Context: an optimization exercise on an open-source flow, tuned for small area, a short achievable clock period and few clock cycles. The choices shown serve that exercise and are no tape-out recipe. Only simulation tests tie the RTL to the original design; equivalence was not proved. Power figures rest on the tool's default switching activity, not on a simulated workload.

== run A ==
## chip
module chip #(
    parameter int IN_BYTES  = 7,
    parameter int OUT_BYTES = 6
)(
    input wire clk,
    input wire rst_n,
    input wire in_valid,
    output reg in_ready,
    input  wire [7:0] in_data,
    output reg out_valid,
    input wire out_ready,
    output reg [7:0] out_data
);
clock: 10.0 ns
lec_check: 0
cap_margin: 20
core_margin: 2
core_utilization: 65
cts_buf_list: sky130_fd_sc_hd__clkbuf_4 sky130_fd_sc_hd__clkbuf_8
place_density: 0.75
slew_margin: 20
standard.sh (not shown) runs the stock make flow with config.mk's settings and CLKGATE_MAP_FILE= SYNTH_SCRIPT=/design/flow/synth_recipe.tcl, a recipe that flattens the netlist after the stock synthesis.
==> flow/flow/run.sh <==
#!/bin/bash
# Standard ORFS layout (the standard.sh: unchanged synthesis, floorplan,
# power grid, placement, CTS and routing) with a tighter setup target for the
# timing repair steps, so that the resizer also shortens paths that already
# meet the 10 ns clock. The constraints (constraint.sdc) are not changed.
# make's full output goes to standard_make.log; each ORFS step keeps its own
# log under orfs/logs/.
set -euo pipefail
bash standard.sh SETUP_SLACK_MARGIN=7.1 "BUFFER_PORTS_ARGS=-buffer_cell sky130_fd_sc_hd__buf_1" "CTS_ARGS=-sink_clustering_enable -repair_clock_nets -dont_use_dummy_load -buf_list {sky130_fd_sc_hd__clkbuf_4 sky130_fd_sc_hd__clkbuf_8}" finish > standard_make.log 2>&1
Testbench counts of run A, summed over its fixed seeds: cycles 2,760.
> inputs changed (run A -> run B)
--- a/flow/flow/run.sh
+++ b/flow/flow/run.sh
@@ -8,2 +8,2 @@
 set -euo pipefail
-bash standard.sh SETUP_SLACK_MARGIN=7.1 "BUFFER_PORTS_ARGS=-buffer_cell sky130_fd_sc_hd__buf_1" "CTS_ARGS=-sink_clustering_enable -repair_clock_nets -dont_use_dummy_load -buf_list {sky130_fd_sc_hd__clkbuf_4 sky130_fd_sc_hd__clkbuf_8}" finish > standard_make.log 2>&1
+bash standard.sh SETUP_SLACK_MARGIN=6.9 "BUFFER_PORTS_ARGS=-buffer_cell sky130_fd_sc_hd__buf_1" "CTS_ARGS=-sink_clustering_enable -repair_clock_nets -dont_use_dummy_load -buf_list {sky130_fd_sc_hd__clkbuf_4 sky130_fd_sc_hd__clkbuf_8}" finish > standard_make.log 2>&1
### Flow results
When run B is set beside run A, its area added between synthesis and finish turns out to be 1.9 points smaller.
Run B ended with less worst relative slew slack than run A.
Compared with run A, in run B insertion delay of the later-clocked pin in the worst-skew pair shrank by 20 ps, final non-filler cell area decreased by about 1.8% relative to the old numbers, highest clock frequency the design can meet moved down, worst-margin pin slew has increased.
Run A vs run B, critical path capture point: out_data[7] vs out_data[6]
Total power: run B below run A
Compared with run A, run B shows a leakage power that is 0.000066 µW lower.
Worst path setup slack after routing delta (run B − run A): unfavourable
Looking at the reports, run B completed the entire flow and the layout it produced met the timing, DRC and antenna checks.
What run C does differently from run B at the input level:
- CORE_UTILIZATION: 65 -> 55
- PLACE_DENSITY: 0.75 -> 0.65
==> flow/flow/run.sh <==
#!/bin/bash
# Layout flow: the standard layout (standard.sh, which runs ORFS with the
# unchanged standard synthesis, floorplan, power grid and tap cells, placement,
# CTS and routing at the design's clock and constraints) with three changes to
# how the layout is made:
#   - the timing-repair steps aim at 7.0 ns of setup slack instead of 0, so the
#     resizer also shortens paths that already meet the 10 ns clock (the
#     constraints in constraint.sdc are not changed);
#   - the buffer that ORFS puts on every input and output port starts as
#     buf_1, which the resizer sizes up where timing needs it;
#   - clock tree synthesis uses clkbuf_4/clkbuf_8 and adds no dummy loads.
# make's full output goes to standard_make.log; each ORFS step keeps its own
# log under orfs/logs/.
set -euo pipefail
bash standard.sh \
    SETUP_SLACK_MARGIN=7.0 \
    "BUFFER_PORTS_ARGS=-buffer_cell sky130_fd_sc_hd__buf_1" \
    "CTS_ARGS=-sink_clustering_enable -repair_clock_nets -dont_use_dummy_load -buf_list {sky130_fd_sc_hd__clkbuf_4 sky130_fd_sc_hd__clkbuf_8}" \
    finish > standard_make.log 2>&1
Notes after the runs:
- The proportion of power drawn by the clock network was comparable across run C and run B.
- Between run C and run B, die area is higher for run C, run B comes in under that.
- Via count (lower): run C
- Between run C and run B, sequential fraction of total cell area is higher for run B, run C comes in under that.
The following lists how run D was set up differently from run C:
- swapping 0.65 for 0.6 in PLACE_DENSITY
- swapping 55 for 50 in CORE_UTILIZATION
==> flow/flow/run.sh <==
#!/bin/bash
# Standard ORFS layout (the standard.sh: unchanged synthesis, floorplan,
# power grid, placement, CTS and routing) with a tighter setup target for the
# timing repair steps, so that the resizer also shortens paths that already
# meet the 10 ns clock. The constraints (constraint.sdc) are not changed.
# make's full output goes to standard_make.log; each ORFS step keeps its own
# log under orfs/logs/.
set -euo pipefail
bash standard.sh SETUP_SLACK_MARGIN=7.0 "BUFFER_PORTS_ARGS=-buffer_cell sky130_fd_sc_hd__buf_1" "CTS_ARGS=-sink_clustering_enable -repair_clock_nets -dont_use_dummy_load -buf_list {sky130_fd_sc_hd__clkbuf_4 sky130_fd_sc_hd__clkbuf_8}" finish > standard_make.log 2>&1
==> results.txt <==
Compared run D against run C; share of total power in sequential cells within noise. There was hardly any difference in part of the total power dissipated in the clock network between run D and run C. Compared with run C, in run D final cell utilization of the core has decreased; non-clock buffer count has decreased; combinational gate power has increased; hold slack has decreased; period utilization has increased. Comparing run C and run D, the lower worst setup margin is on run D.

========
The RTL this note starts from:
==> flow/design.v <==
module chip #(
    parameter int IN_BYTES  = 7,
    parameter int OUT_BYTES = 6
)(
    input wire clk,
    input wire rst_n,
    input wire in_valid,
    output reg in_ready,
    input  wire [7:0] in_data,
    output reg out_valid,
    input wire out_ready,
    output reg [7:0] out_data
);
    function automatic [7:0] crc8_upd(input [7:0] c, input [7:0] b);
        reg [7:0] t;
        integer i;
        begin
            t = c ^ b;
            for (i = 0; i < 8; i = i + 1)
                t = t[7] ? ((t << 1) ^ 8'h07) : (t << 1);
            crc8_upd = t;
        end
    endfunction
    function automatic [3:0] msb10(input [9:0] v);
        integer j;
        begin
            msb10 = 0;
            for (j = 0; j < 10; j = j + 1)
                if (v[j]) msb10 = j[3:0];
        end
    endfunction
    reg [2:0] icnt;      
    reg [7:0] din;       
    reg       acc_r;     
    reg [7:0] P;         
    reg       sg;        
    reg       dv;        
    reg       dfirst;    
    reg [9:0] S;         
    reg [7:0] Y;         
    reg [7:0] Z;         
    reg [7:0] crc_i;     
    reg       pok;       
    reg       full;      
    localparam [2:0] O_LOAD = 3'd0, O_B0 = 3'd1, O_B1 = 3'd2, O_B2 = 3'd3,
                     O_B3 = 3'd4, O_B4 = 3'd5, O_B5 = 3'd6, O_IDLE = 3'd7;
    reg [2:0] ost;
    reg       lat;       
    reg [3:0] sh;
    reg       ok;
    reg [7:0] crc_o;     
    wire accept = in_valid & in_ready;
    wire ovalid = (ost != O_LOAD) && (ost != O_IDLE);    
    wire fire   = ovalid & out_ready;
    wire k0   = (icnt == 3'd1);
    wire k1   = (icnt == 3'd2);
    wire k4   = (icnt == 3'd5);
    wire k5   = (icnt == 3'd6);
    wire k6   = (icnt == 3'd0);
    wire kodd = (icnt == 3'd2) || (icnt == 3'd4) || (icnt == 3'd6);
    wire       zpair = k5;
    wire [8:0] tsum  = {P[7], P} + {~din[7], ~din} + {8'd0, ~zpair};
    wire [8:0] dnew  = tsum ^ {9{zpair}};
    wire [9:0] s_base = dfirst ? 10'd0 : S;
    wire [9:0] s_new  = s_base + {2'b00, P ^ {8{sg}}} + {9'd0, sg};
    wire [7:0] crc_i_new = crc8_upd(k0 ? 8'h00 : crc_i, din);
    wire       proc6     = acc_r && k6;
    wire ost_end  = ost[2] & ost[1];                        
    wire latch_ok = full && !lat && ost_end;
    wire go       = (lat || latch_ok) && (ost == O_IDLE || (ost == O_B5 && out_ready));
    wire       use_z = ~ost[2] & ost[1];                    
    wire       hi    = ~ost[2] & ~ost[0];                   
    wire [7:0] v     = use_z ? Z : Y;
    wire [16:0] lsrc = {v[7], v, 8'h00};
    wire [16:0] lres = lsrc >> sh;
    wire        hbit = (sh[3] | (sh[2:0] == 3'd7)) ? v[7] : v[sh[2:0]];
    wire [7:0]  vbyte = ~ok ? 8'h00 : hi ? {{7{v[7]}}, hbit} : lres[7:0];
    wire [7:0]  crc_o_new = crc8_upd((ost == O_LOAD) ? 8'h00 : crc_o, vbyte);
    wire [2:0] icnt_inc = (icnt == 3'd6) ? 3'd0 : icnt + 3'd1;
    wire [2:0] icnt_n   = accept ? icnt_inc : icnt;
    wire       full_n   = (full & ~latch_ok) | proc6;
    wire       lat_n    = (lat | latch_ok) & ~go;
    wire [2:0] ost_n    = go ? O_LOAD : (ost == O_LOAD || fire) ? ost + 3'd1 : ost;
    wire on_byte  = (icnt == 3'd1) || (icnt == 3'd4) || (icnt == 3'd6);    
    wire pre_byte = (icnt == 3'd0) || (icnt == 3'd3) || (icnt == 3'd5);    
    wire t1 = (icnt == 3'd0) || (icnt == 3'd1);
    wire t4 = (icnt == 3'd3) || (icnt == 3'd4);
    wire       go0    = (lat || latch_ok) && (ost == O_IDLE);
    wire       go1    = (lat || latch_ok) && ost_end;
    wire       lat_n0 = (lat | latch_ok) & ~go0;
    wire       lat_n1 = (lat | latch_ok) & ~go1;
    wire [2:0] ost_n0 = go0 ? O_LOAD : (ost == O_LOAD) ? O_B0 : ost;
    wire [2:0] ost_n1 = go1 ? O_LOAD : (ost == O_LOAD || ovalid) ? ost + 3'd1 : ost;
    function automatic cond(input ty1, input ty4, input fl, input lt, input [2:0] os);
        if (ty1)      cond = ~fl | (~lt & os[2] & os[1]);    
        else if (ty4) cond = ~lt & (os[2] | os[1]);           
        else          cond = ~lt & os[2];                     
    endfunction
    wire c0 = cond(t1, t4, full_n, lat_n0, ost_n0);
    wire c1 = cond(t1, t4, full_n, lat_n1, ost_n1);
    wire c  = out_ready ? c1 : c0;
    wire ready_n = c | ~(on_byte | pre_byte) | (on_byte & accept) | (pre_byte & ~accept);
    always @(posedge clk) begin
        din <= in_data;
        if (!rst_n) begin
            icnt      <= 3'd0;
            acc_r     <= 1'b0;
            dv        <= 1'b0;
            full      <= 1'b0;
            lat       <= 1'b0;
            ost       <= O_IDLE;
            out_valid <= 1'b0;
            in_ready  <= 1'b1;
        end else begin
            icnt     <= icnt_n;
            acc_r    <= accept;
            full     <= full_n;
            lat      <= lat_n;
            ost      <= ost_n;
            in_ready <= ready_n;
            dv       <= acc_r & kodd;
            if (ost == O_LOAD) out_valid <= 1'b1;
            else if (fire && ost == O_B5) out_valid <= 1'b0;
        end
        if (acc_r) begin
            crc_i <= crc_i_new;
            if (k6) pok <= (crc_i_new == 8'h00);
            if (kodd) begin
                P      <= dnew[7:0];
                sg     <= dnew[8];
                dfirst <= k1;
            end else begin
                P      <= din;
            end
            if (k4) Y <= P;
            if (k6) Z <= P;
        end
        if (dv) S <= s_new;
        if (latch_ok) begin
            sh <= msb10(S);
            ok <= pok;
        end
        if (ost == O_LOAD) begin
            out_data <= vbyte;
            crc_o    <= crc_o_new;
        end else if (fire) begin
            case (ost)
                O_B0, O_B1, O_B2: out_data <= vbyte;
                O_B3:             out_data <= crc_o;
                O_B4:             out_data <= ok ? 8'h01 : 8'h02;
                default:          ;
            endcase
            if (ost == O_B0 || ost == O_B1 || ost == O_B2) crc_o <= crc_o_new;
        end
    end
endmodule
Settings: LEC_CHECK=0, CAP_MARGIN=20, CORE_MARGIN=2, CORE_UTILIZATION=65, CTS_BUF_LIST=sky130_fd_sc_hd__clkbuf_4 sky130_fd_sc_hd__clkbuf_8, SLEW_MARGIN=20; clock period 10.0 ns.
==> flow/flow/run.sh <==
#!/bin/bash
# Standard ORFS layout (the standard.sh: unchanged synthesis, floorplan,
# power grid, placement, CTS and routing) with a tighter setup target for the
# timing repair steps, so that the resizer also shortens paths that already
# meet the 10 ns clock. The constraints (constraint.sdc) are not changed.
# make's full output goes to standard_make.log; each ORFS step keeps its own
# log under orfs/logs/.
set -euo pipefail
bash standard.sh SETUP_SLACK_MARGIN=7.0 finish > standard_make.log 2>&1
Testbench counts at the start, summed over its fixed seeds: cycles 2,760.
==> next run, changes <==
==> flow/flow/run.sh (replaced) <==
#!/bin/bash
# Layout flow: the standard layout (standard.sh, which runs ORFS with the
# unchanged standard synthesis, floorplan, power grid and tap cells, placement,
# CTS and routing at the design's clock and constraints) with three changes to
# how the layout is made:
#   - the timing-repair steps aim at 7.0 ns of setup slack instead of 0, so the
#     resizer also shortens paths that already meet the 10 ns clock (the
#     constraints in constraint.sdc are not changed);
#   - the buffer that ORFS puts on every input and output port starts as
#     buf_1, which the resizer sizes up where timing needs it;
#   - clock tree synthesis uses clkbuf_4/clkbuf_8 and adds no dummy loads.
# make's full output goes to standard_make.log; each ORFS step keeps its own
# log under orfs/logs/.
set -euo pipefail
bash standard.sh \
    SETUP_SLACK_MARGIN=7.0 \
    "BUFFER_PORTS_ARGS=-buffer_cell sky130_fd_sc_hd__buf_1" \
    "CTS_ARGS=-sink_clustering_enable -repair_clock_nets -dont_use_dummy_load -buf_list {sky130_fd_sc_hd__clkbuf_4 sky130_fd_sc_hd__clkbuf_8}" \
    finish > standard_make.log 2>&1
PLACE_DENSITY = 0.75   (was unset)
What happened: The changed run produced a clean layout; first-iteration DRC count increases by about 9%; total power came out lower by 11%; wire length fell by 3.4%; cell count went down by about 1.2%; global-route usage fell by 1.3 points; count of clock-buffer cells in the layout does not change; fmax grows by about 3%; die area is unchanged; non-clock buffer count goes down by 1; design area fell by 4.4%; core utilization went down by 3.2 points.
==> next run, changes <==
==> flow/flow/run.sh (replaced) <==
#!/bin/bash
# Standard ORFS layout (the standard.sh: unchanged synthesis, floorplan,
# power grid, placement, CTS and routing) with a tighter setup target for the
# timing repair steps, so that the resizer also shortens paths that already
# meet the 10 ns clock. The constraints (constraint.sdc) are not changed.
# make's full output goes to standard_make.log; each ORFS step keeps its own
# log under orfs/logs/.
set -euo pipefail
bash standard.sh SETUP_SLACK_MARGIN=7.0 "BUFFER_PORTS_ARGS=-buffer_cell sky130_fd_sc_hd__buf_1" "CTS_ARGS=-sink_clustering_enable -repair_clock_nets -dont_use_dummy_load -buf_list {sky130_fd_sc_hd__clkbuf_4 sky130_fd_sc_hd__clkbuf_8}" finish > standard_make.log 2>&1
CORE_UTILIZATION = 80   (was 65)
PLACE_DENSITY = unset   (was 0.75)
Effect: Core utilization came out higher by 17 points; power came out higher by 1.8%; setup slack degrades by 0.035 ns; routed wire length came out higher by 9.3%; worst hold slack improves by 0.032 ns.
==> next run, changes <==
--- a/flow/flow/run.sh
+++ b/flow/flow/run.sh
@@ -7,3 +7,3 @@
 # log under orfs/logs/.
 set -euo pipefail
-bash standard.sh SETUP_SLACK_MARGIN=7.0 "BUFFER_PORTS_ARGS=-buffer_cell sky130_fd_sc_hd__buf_1" "CTS_ARGS=-sink_clustering_enable -repair_clock_nets -dont_use_dummy_load -buf_list {sky130_fd_sc_hd__clkbuf_4 sky130_fd_sc_hd__clkbuf_8}" finish > standard_make.log 2>&1
+bash standard.sh SETUP_SLACK_MARGIN=7.1 "BUFFER_PORTS_ARGS=-buffer_cell sky130_fd_sc_hd__buf_1" "CTS_ARGS=-sink_clustering_enable -repair_clock_nets -dont_use_dummy_load -buf_list {sky130_fd_sc_hd__clkbuf_4 sky130_fd_sc_hd__clkbuf_8}" finish > standard_make.log 2>&1
CORE_UTILIZATION = 55   (was 80)
PLACE_DENSITY = 0.65   (was unset)
Outcome: Synthesized cell count stays the same; design area grows by a few percent; combinational power hardly moves; hold slack degrades by 0.020 ns; count of clock-buffer cells in the layout stays the same; clock skew is about the same; sequential share of layout area came out lower by 0.81 points.
==> next run, changes <==
--- a/flow/flow/run.sh
+++ b/flow/flow/run.sh
@@ -7,3 +7,3 @@
 # log under orfs/logs/.
 set -euo pipefail
-bash standard.sh SETUP_SLACK_MARGIN=7.1 "BUFFER_PORTS_ARGS=-buffer_cell sky130_fd_sc_hd__buf_1" "CTS_ARGS=-sink_clustering_enable -repair_clock_nets -dont_use_dummy_load -buf_list {sky130_fd_sc_hd__clkbuf_4 sky130_fd_sc_hd__clkbuf_8}" finish > standard_make.log 2>&1
+bash standard.sh SETUP_SLACK_MARGIN=7.0 "BUFFER_PORTS_ARGS=-buffer_cell sky130_fd_sc_hd__buf_1" "CTS_ARGS=-sink_clustering_enable -repair_clock_nets -dont_use_dummy_load -buf_list {sky130_fd_sc_hd__clkbuf_4 sky130_fd_sc_hd__clkbuf_8}" finish > standard_make.log 2>&1
CORE_UTILIZATION = 65   (was 55)
PLACE_DENSITY = unset   (was 0.65)
Result: Die area shrinks by 15%. Clock-buffer cell count is unchanged. Critical path depth is unchanged. Setup slack degrades by 0.081 ns. Combinational power shrinks by about 1%. Clock skew grows by 0.0041 ns. Register-to-register slack got worse by 0.05 ns. Maximum frequency decreases by 2.8%. Synthesized area does not change. Global-route usage grows by 4.0 points.

what the ideal ports hide:
Ports are ideal in the flow. The routed layouts listed here were re-timed in OpenROAD.
Step 1, drivers: a clkbuf_16 drives clk and a buf_2 each remaining input, both assumed.
Step 2 also shifts input and output timing later by t, the mid clock arrival at the registers, as if the neighbouring blocks saw the same clock.
Three values: ideal, step 1, step 2; two values: the first two.
run	t, ns	setup slack, ns	pins driven straight from the clock port
run A	0.390	7.131 / 7.098 / 6.815	1
run B	0.373	7.002 / 7.015 / 6.642	1
run C	0.395	7.127 / 7.093 / 6.787	1
run D	0.380	7.099 / 7.067 / 6.782	1
the first run of note 2	0.385	7.041 / 7.010 / 6.770	1
the second run of note 2	0.371	7.128 / 7.096 / 6.774	1
the third run of note 2	0.375	7.093 / 7.064 / 6.754	1
the fourth run of note 2	0.377	7.174 / 7.141 / 6.849	1
the fifth run of note 2	0.386	7.093 / 7.061 / 6.781	1
After both steps every run listed still meets setup and hold. The setup slack of run B, which loses most, moves by +0.013 ns with the drivers and by -0.360 ns with both steps.
